This design comes from an exercise in tuning for small area on the open sky130 flow, not from production work. At most, simulation tests tie the RTL to the original design; equivalence was not proved. The clock input has no modelled driver; a real chip could not lean on it and would need a root buffer or a full tree. No activity file was given, so power comes from the tool's default toggle rates.

north:
Design top, start of the top module:
module top (
    input  logic clk,
    input  logic rst,
    output logic RGB_R,
    output logic RGB_G,
    output logic RGB_B
);
    logic [7:0] c;
    logic       wrap;
    logic [7:0] m;
    logic [2:0] j;
    pwm u_pwm (.clk(clk), .rst(rst), .c(c), .wrap(wrap));
    fade u_fade (.clk(clk), .rst(rst), .wrap(wrap), .m(m), .j(j));
    logic hi_on, ramp_on, lo_on;
    assign hi_on   = ~(c[7] & c[5] & (c[3] | (c[2] & c[1] & c[0])));   
    always_comb begin
        ramp_on = 1'b1;
        for (int i = 0; i < 8; i++)
            ramp_on = (m[i] & ~c[i]) | ((m[i] | ~c[i]) & ramp_on);
    end
    assign lo_on   = (c == 8'd0);
    function automatic logic chan(input logic x, input logic y,
                                  input logic h, input logic r, input logic l);
        chan = (x & y) ? h : ((x | y) ? r : l);
    endfunction
    assign RGB_G = ~chan( j[0],  j[1], hi_on, ramp_on, lo_on);
    assign RGB_R = ~chan(~j[1], ~j[2], hi_on, ramp_on, lo_on);
    assign RGB_B = ~chan( j[2], ~j[0], hi_on, ramp_on, lo_on);
endmodule
Size: ~170 cells after synthesis, ~1200 um^2 of cells after synthesis.
export LEC_CHECK = 0
export CAP_MARGIN = 20
export CORE_MARGIN = 2
export CORE_UTILIZATION = 40
export SLEW_MARGIN = 20
create_clock -name core_clock -period 10.0 [get_ports {clk}]
standard.sh (not shown) runs the stock make flow with config.mk's settings and CLKGATE_MAP_FILE= SYNTH_SCRIPT=/design/flow/synth_recipe.tcl, a recipe that flattens the netlist after the stock synthesis.
==> flow/flow/run.sh <==
#!/bin/bash
# Standard ORFS layout, with these changes:
#  - synthesis maps logic with an area-oriented ABC script (flow/abc_area.script)
#    and without the half/full adder cell map; everything else in synthesis,
#    including flip-flop mapping and naming, is the standard synth_recipe.tcl.
#  - port buffers use the smallest buffer cell.
#  - clock tree synthesis takes its arguments from flow/cts_args.
# Each tool's output goes to a log file in the work folder (synth.log, layout.log)
# besides ORFS's own per-step logs under orfs/logs.
set -euo pipefail
cd "$(dirname "$0")/.."
W=$PWD
rm -rf "$W/scripts_area"
cp -r "$FLOW_HOME/scripts" "$W/scripts_area"
cp "$W/flow/abc_area.script" "$W/scripts_area/abc_speed.script"
bash standard.sh SCRIPTS_DIR="$W/scripts_area" ADDER_MAP_FILE= synth > "$W/synth.log" 2>&1
bash standard.sh "BUFFER_PORTS_ARGS=-buffer_cell sky130_fd_sc_hd__buf_1" \
    "CTS_ARGS=$(cat "$W/flow/cts_args")" finish > "$W/layout.log" 2>&1
==> flow/flow/abc_area.script <==
strash
dc2
dch -f
amap
strash
dc2
dch -f
amap
==> flow/flow/cts_args <==
-repair_clock_nets -root_buf sky130_fd_sc_hd__clkbuf_8 -buf_list sky130_fd_sc_hd__clkbuf_8
Here is what was changed in the inputs of south compared with north.
--- a/flow/flow/run.sh
+++ b/flow/flow/run.sh
@@ -2 +2 @@
-# Standard ORFS layout, with these changes:
+# Standard ORFS layout, with two changes:
@@ -7,3 +6,0 @@
-#  - clock tree synthesis takes its arguments from flow/cts_args.
-# Each tool's output goes to a log file in the work folder (synth.log, layout.log)
-# besides ORFS's own per-step logs under orfs/logs.
@@ -17,2 +14 @@
-bash standard.sh "BUFFER_PORTS_ARGS=-buffer_cell sky130_fd_sc_hd__buf_1" \
-    "CTS_ARGS=$(cat "$W/flow/cts_args")" finish > "$W/layout.log" 2>&1
+bash standard.sh "BUFFER_PORTS_ARGS=-buffer_cell sky130_fd_sc_hd__buf_1" finish > "$W/layout.log" 2>&1
--- a/flow/config.mk
+++ b/flow/config.mk
@@ -10,0 +11 @@
+export CTS_BUF_LIST = sky130_fd_sc_hd__clkbuf_8
removed: flow/flow/cts_args
[summary]
south went all the way through the flow, and no timing, DRC or antenna check failed. Reported for north and south, setup fix buffers added after clock tree synthesis turned out identical to the last digit. Starting density of the core came out exactly the same in north and south. north -> south: net count reported at finish delta 0, exact match. Comparing south against north, there is no change at all in number of buffers inserted by port buffering. From south to north, cell area after placement did not move at all. north and south ended up with nearly the same combined area of all synthesized cells. south -> north: critical path depth delta 0, exact match.
Modified inputs, east compared to south
--- a/flow/flow/run.sh
+++ b/flow/flow/run.sh
@@ -2 +2 @@
-# Standard ORFS layout, with two changes:
+# Standard ORFS layout, with these changes:
@@ -6,0 +7,4 @@
+#  - clock tree synthesis takes its arguments from flow/cts_args; then
+#    flow/post_cts.tcl resizes or collapses the tree as flow/clk_cells says.
+# Each tool's output goes to a log file in the work folder (synth.log, layout.log)
+# besides ORFS's own per-step logs under orfs/logs.
@@ -14 +18,3 @@
-bash standard.sh "BUFFER_PORTS_ARGS=-buffer_cell sky130_fd_sc_hd__buf_1" finish > "$W/layout.log" 2>&1
+bash standard.sh "BUFFER_PORTS_ARGS=-buffer_cell sky130_fd_sc_hd__buf_1" \
+    "CTS_ARGS=$(cat "$W/flow/cts_args")" POST_CTS_TCL="$W/flow/post_cts.tcl" \
+    $(cat "$W/flow/clk_cells") finish > "$W/layout.log" 2>&1
==> flow/flow/clk_cells (new file) <==
CLK_COLLAPSE=0 CLK_LEAF_CELL=sky130_fd_sc_hd__clkbuf_8 CLK_ROOT_CELL=sky130_fd_sc_hd__clkbuf_2
==> flow/flow/cts_args (new file) <==
-sink_clustering_enable -repair_clock_nets -buf_list sky130_fd_sc_hd__clkbuf_8
==> flow/flow/post_cts.tcl (new file) <==
# After clock tree synthesis: collapse the clock tree into one buffer.
# The clock port drives a single buffer (CLK_ROOT_CELL), which drives every
# register's clock pin; the leaf buffers CTS made are removed.
set block [ord::get_db_block]
set db [ord::get_db]
set root [$block findInst clkbuf_0_clk]
set rootnet [[$root findITerm X] getNet]
set leaves {}
foreach it [$rootnet getITerms] {
  set inst [$it getInst]
  if { $inst != $root && [string match "sky130_fd_sc_hd__clkbuf_*" [[$inst getMaster] getName]] } {
    lappend leaves $inst
  }
}
if { $::env(CLK_COLLAPSE) } {
  foreach inst $leaves {
    set leafnet [[$inst findITerm X] getNet]
    foreach it [$leafnet getITerms] {
      if { [$it getInst] != $inst } {
        $it disconnect
        $it connect $rootnet
      }
    }
    odb::dbInst_destroy $inst
    odb::dbNet_destroy $leafnet
  }
} else {
  foreach inst $leaves {
    $inst swapMaster [$db findMaster $::env(CLK_LEAF_CELL)]
  }
}
$root swapMaster [$db findMaster $::env(CLK_ROOT_CELL)]
detailed_placement
check_placement -verbose
--- a/flow/config.mk
+++ b/flow/config.mk
@@ -11 +10,0 @@
-export CTS_BUF_LIST = sky130_fd_sc_hd__clkbuf_8
[summary]
Fmax: east vs south down about 0.8%
Portion of the clock cycle consumed by the worst path in the final layout: east vs south up 0.33 points
First-pass GRT wire length: south vs east identical
Every stage of the flow completed for east, and the final layout passed the timing, design-rule and antenna checks.
Comparing wire length for south and east, the smaller number came from south.
No run of this note included a check of the RTL's function; only the layout flow was run.

* * *

## blue
top again, from the RTL that the note above started with.
clock: 10.0 ns
lec_check: 0
cap_margin: 20
core_margin: 2
core_utilization: 40
slew_margin: 20
==> flow/flow/run.sh <==
#!/bin/bash
# Standard ORFS layout, with these changes:
#  - synthesis maps logic with an area-oriented ABC script (flow/abc_area.script)
#    and without the half/full adder cell map; everything else in synthesis,
#    including flip-flop mapping and naming, is the standard synth_recipe.tcl.
#  - port buffers use the smallest buffer cell.
#  - clock tree synthesis takes its arguments from flow/cts_args; then
#    flow/post_cts.tcl replaces the tree by the cells in flow/clk_chain.
# Each tool's output goes to a log file in the work folder (synth.log, layout.log)
# besides ORFS's own per-step logs under orfs/logs.
set -euo pipefail
cd "$(dirname "$0")/.."
W=$PWD
rm -rf "$W/scripts_area"
cp -r "$FLOW_HOME/scripts" "$W/scripts_area"
cp "$W/flow/abc_area.script" "$W/scripts_area/abc_speed.script"
bash standard.sh SCRIPTS_DIR="$W/scripts_area" ADDER_MAP_FILE= synth > "$W/synth.log" 2>&1
bash standard.sh "BUFFER_PORTS_ARGS=-buffer_cell sky130_fd_sc_hd__buf_1" \
    "CTS_ARGS=$(cat "$W/flow/cts_args")" POST_CTS_TCL="$W/flow/post_cts.tcl" \
    "CLK_CHAIN=$(cat "$W/flow/clk_chain")" finish > "$W/layout.log" 2>&1
==> flow/flow/clk_chain <==
sky130_fd_sc_hd__inv_1 sky130_fd_sc_hd__inv_12
Scripts as last shown in full above: flow/flow/abc_area.script
Other scripts of this flow, unchanged in this note and not shown: flow/flow/cts_args, flow/flow/post_cts.tcl
## Diff of input files: purple against blue
==> flow/flow/clk_chain <==
sky130_fd_sc_hd__inv_1 sky130_fd_sc_hd__inv_8
==> results.txt <==
- Cell count along the critical path: purple vs blue identical
- NOTE: power density over cell area in purple falls short of that of blue
- Per the comparison of purple with blue, synthesized area per cell about even, largest stage delay on the critical path about even.
- The final period utilization on blue is in line with that on purple.
- purple vs. blue: design area dropped about 0.4%, final setup slack of the worst path went up, post-synthesis sequential element count now sits at about the same level, register-to-register slack ~0 delta.
- Re count of final max-slew check failures: no difference whatsoever between blue and purple.
No run of this note included a check of the RTL's function; only the layout flow was run. In every run of this note, the design's own scripts or RTL, not TritonCTS, make the clock network.

* * *

Setup of tundra:
top, a different RTL version from the one above (not shown whole).
Size in the first run: roughly 140 cells after synthesis, roughly 26 flip-flops.
==> flow/design.v (excerpt) <==
module top (
    input  logic clk,
    input  logic rst,
    output logic RGB_R,
    output logic RGB_G,
    output logic RGB_B
);
export LEC_CHECK = 0
export CAP_MARGIN = 20
export CORE_AREA = 2 2 73 73
export DIE_AREA = 0 0 75 75
export PLACE_DENSITY = 0.85
export SLEW_MARGIN = 20
create_clock -name core_clock -period 10.0 [get_ports {clk}]
==> flow/flow/run.sh <==
#!/bin/bash
# Standard ORFS layout, with these changes:
#  - synthesis maps logic with an area-oriented ABC script (flow/abc_area.script,
#    which holds a random seed SEED for ABC's &deepsyn) and without the
#    half/full adder cell map. It is run for seeds 0..3 and the netlist with the
#    smallest cell area is kept. Everything else in synthesis, including
#    flip-flop mapping and naming, is the standard synth_recipe.tcl.
#  - port buffers use the smallest buffer cell.
#  - clock tree synthesis takes its arguments from flow/cts_args; then
#    flow/post_cts.tcl replaces the tree by the cells in flow/clk_chain.
# Each tool's output goes to a log file in the work folder (synth_N.log,
# layout.log) besides ORFS's own per-step logs under orfs/logs.
set -euo pipefail
cd "$(dirname "$0")/.."
W=$PWD
best=""
best_area=""
for s in 0 1 2 3; do
  rm -rf "$W/scripts_$s" "$W/trial_$s"
  cp -r "$FLOW_HOME/scripts" "$W/scripts_$s"
  sed "s/SEED/$s/" "$W/flow/abc_area.script" > "$W/scripts_$s/abc_speed.script"
  make -C "$FLOW_HOME" DESIGN_CONFIG="$W/config.mk" WORK_HOME="$W/trial_$s" \
      CLKGATE_MAP_FILE= SYNTH_SCRIPT="$W/synth_recipe.tcl" \
      SCRIPTS_DIR="$W/scripts_$s" ADDER_MAP_FILE= synth > "$W/synth_$s.log" 2>&1 &
done
wait
for s in 0 1 2 3; do
  stat="$W/trial_$s/reports/$FLOW_PLATFORM/top/base/synth_stat.txt"
  [[ -f "$stat" && -f "$W/trial_$s/results/$FLOW_PLATFORM/top/base/1_synth.odb" ]] || continue
  a=$(awk '/Chip area for module/ {print $NF}' "$stat")
  echo "seed $s: area $a" >> "$W/synth_pick.log"
  if [[ -z "$best" ]] || awk -v a="$a" -v b="$best_area" 'BEGIN {exit !(a < b)}'; then
    best=$s
    best_area=$a
  fi
done
echo "picked seed $best" >> "$W/synth_pick.log"
rm -rf "$W/orfs"
cp -a "$W/trial_$best" "$W/orfs"
bash standard.sh "BUFFER_PORTS_ARGS=-buffer_cell sky130_fd_sc_hd__buf_1" \
    "CTS_ARGS=$(cat "$W/flow/cts_args")" POST_CTS_TCL="$W/flow/post_cts.tcl" \
    "CLK_CHAIN=$(cat "$W/flow/clk_chain")" finish > "$W/layout.log" 2>&1
==> flow/flow/clk_chain <==
sky130_fd_sc_hd__inv_1 sky130_fd_sc_hd__inv_8
Other scripts of this flow, unchanged in this note and not shown: flow/flow/abc_area.script, flow/flow/cts_args, flow/flow/post_cts.tcl
Input changes introduced in fjord (baseline for comparison: tundra):
Settings: PLACE_DENSITY removed (was 0.85).
==> flow/flow/clk_chain <==
sky130_fd_sc_hd__inv_1 sky130_fd_sc_hd__inv_12
[summary]
Amount of wire on met3 after detailed routing down about 9% in fjord wrt tundra. Higher area growth from synthesis to layout goes to fjord over tundra. tundra -> fjord: share of flip-flops with an asynchronous set or reset after synthesis delta 0, exact match. Between fjord and tundra, the synthesized area figures differ only marginally. Min internal power component across tundra and fjord: tundra. The sequential share of layout area of fjord is lower than that of tundra. Status: final critical-path share of the clock period parity (tundra, fjord). Re mean routed wirelength per cell: tundra and fjord aren't equal, and the higher value belongs to tundra. Final critical-path required period of fjord is on par with tundra. What fjord reported for via count of the first global-routing pass has to be multiplied by 1.14 to get the figure for tundra.
In every run of this note, the design's own scripts or RTL, not TritonCTS, make the clock network.

-- what the ideal ports hide --
Ports are ideal in the flow. The routed layouts listed here were re-timed in OpenROAD. Step 1 assumes that a clkbuf_16 drives the clock port and a buf_2 every other input. Step 2, shift: input delay + t, output delay - t, t = (earliest + latest rising clock arrival at the registers) / 2. This alone moves slack from input paths to output paths. Three values: ideal ports, drivers, drivers and shift; two values: the first two.
run | t (ns) | setup slack, ns | hold WS [ns] | latest minus earliest clock arrival (ns) | slew at the worst register clock pin (ns)
north | 0.291 | 5.767 / 5.744 / 6.036 | 0.448 / 0.448 / 0.448 | 0.001 / 0.001 | 0.08 / 0.08
south | 0.291 | 5.767 / 5.744 / 6.036 | 0.448 / 0.448 / 0.448 | 0.001 / 0.001 | 0.08 / 0.08
east | 0.324 | 5.734 / 5.714 / 6.037 | 0.450 / 0.450 / 0.450 | 0.001 / 0.001 | 0.08 / 0.08
blue | 0.251 | 5.794 / 5.772 / 6.023 | 0.449 / 0.449 / 0.449 | 0.004 / 0.003 | 0.10 / 0.10
purple | 0.228 | 5.806 / 5.784 / 6.012 | 0.453 / 0.453 / 0.453 | 0.003 / 0.003 | 0.13 / 0.13
tundra | 0.227 | 5.940 / 5.914 / 6.141 | 0.496 / 0.496 / 0.496 | 0.004 / 0.004 | 0.12 / 0.12
fjord | 0.253 | 5.943 / 5.918 / 6.171 | 0.492 / 0.492 / 0.492 | 0.004 / 0.004 | 0.10 / 0.10
After both steps every run listed still meets setup and hold.
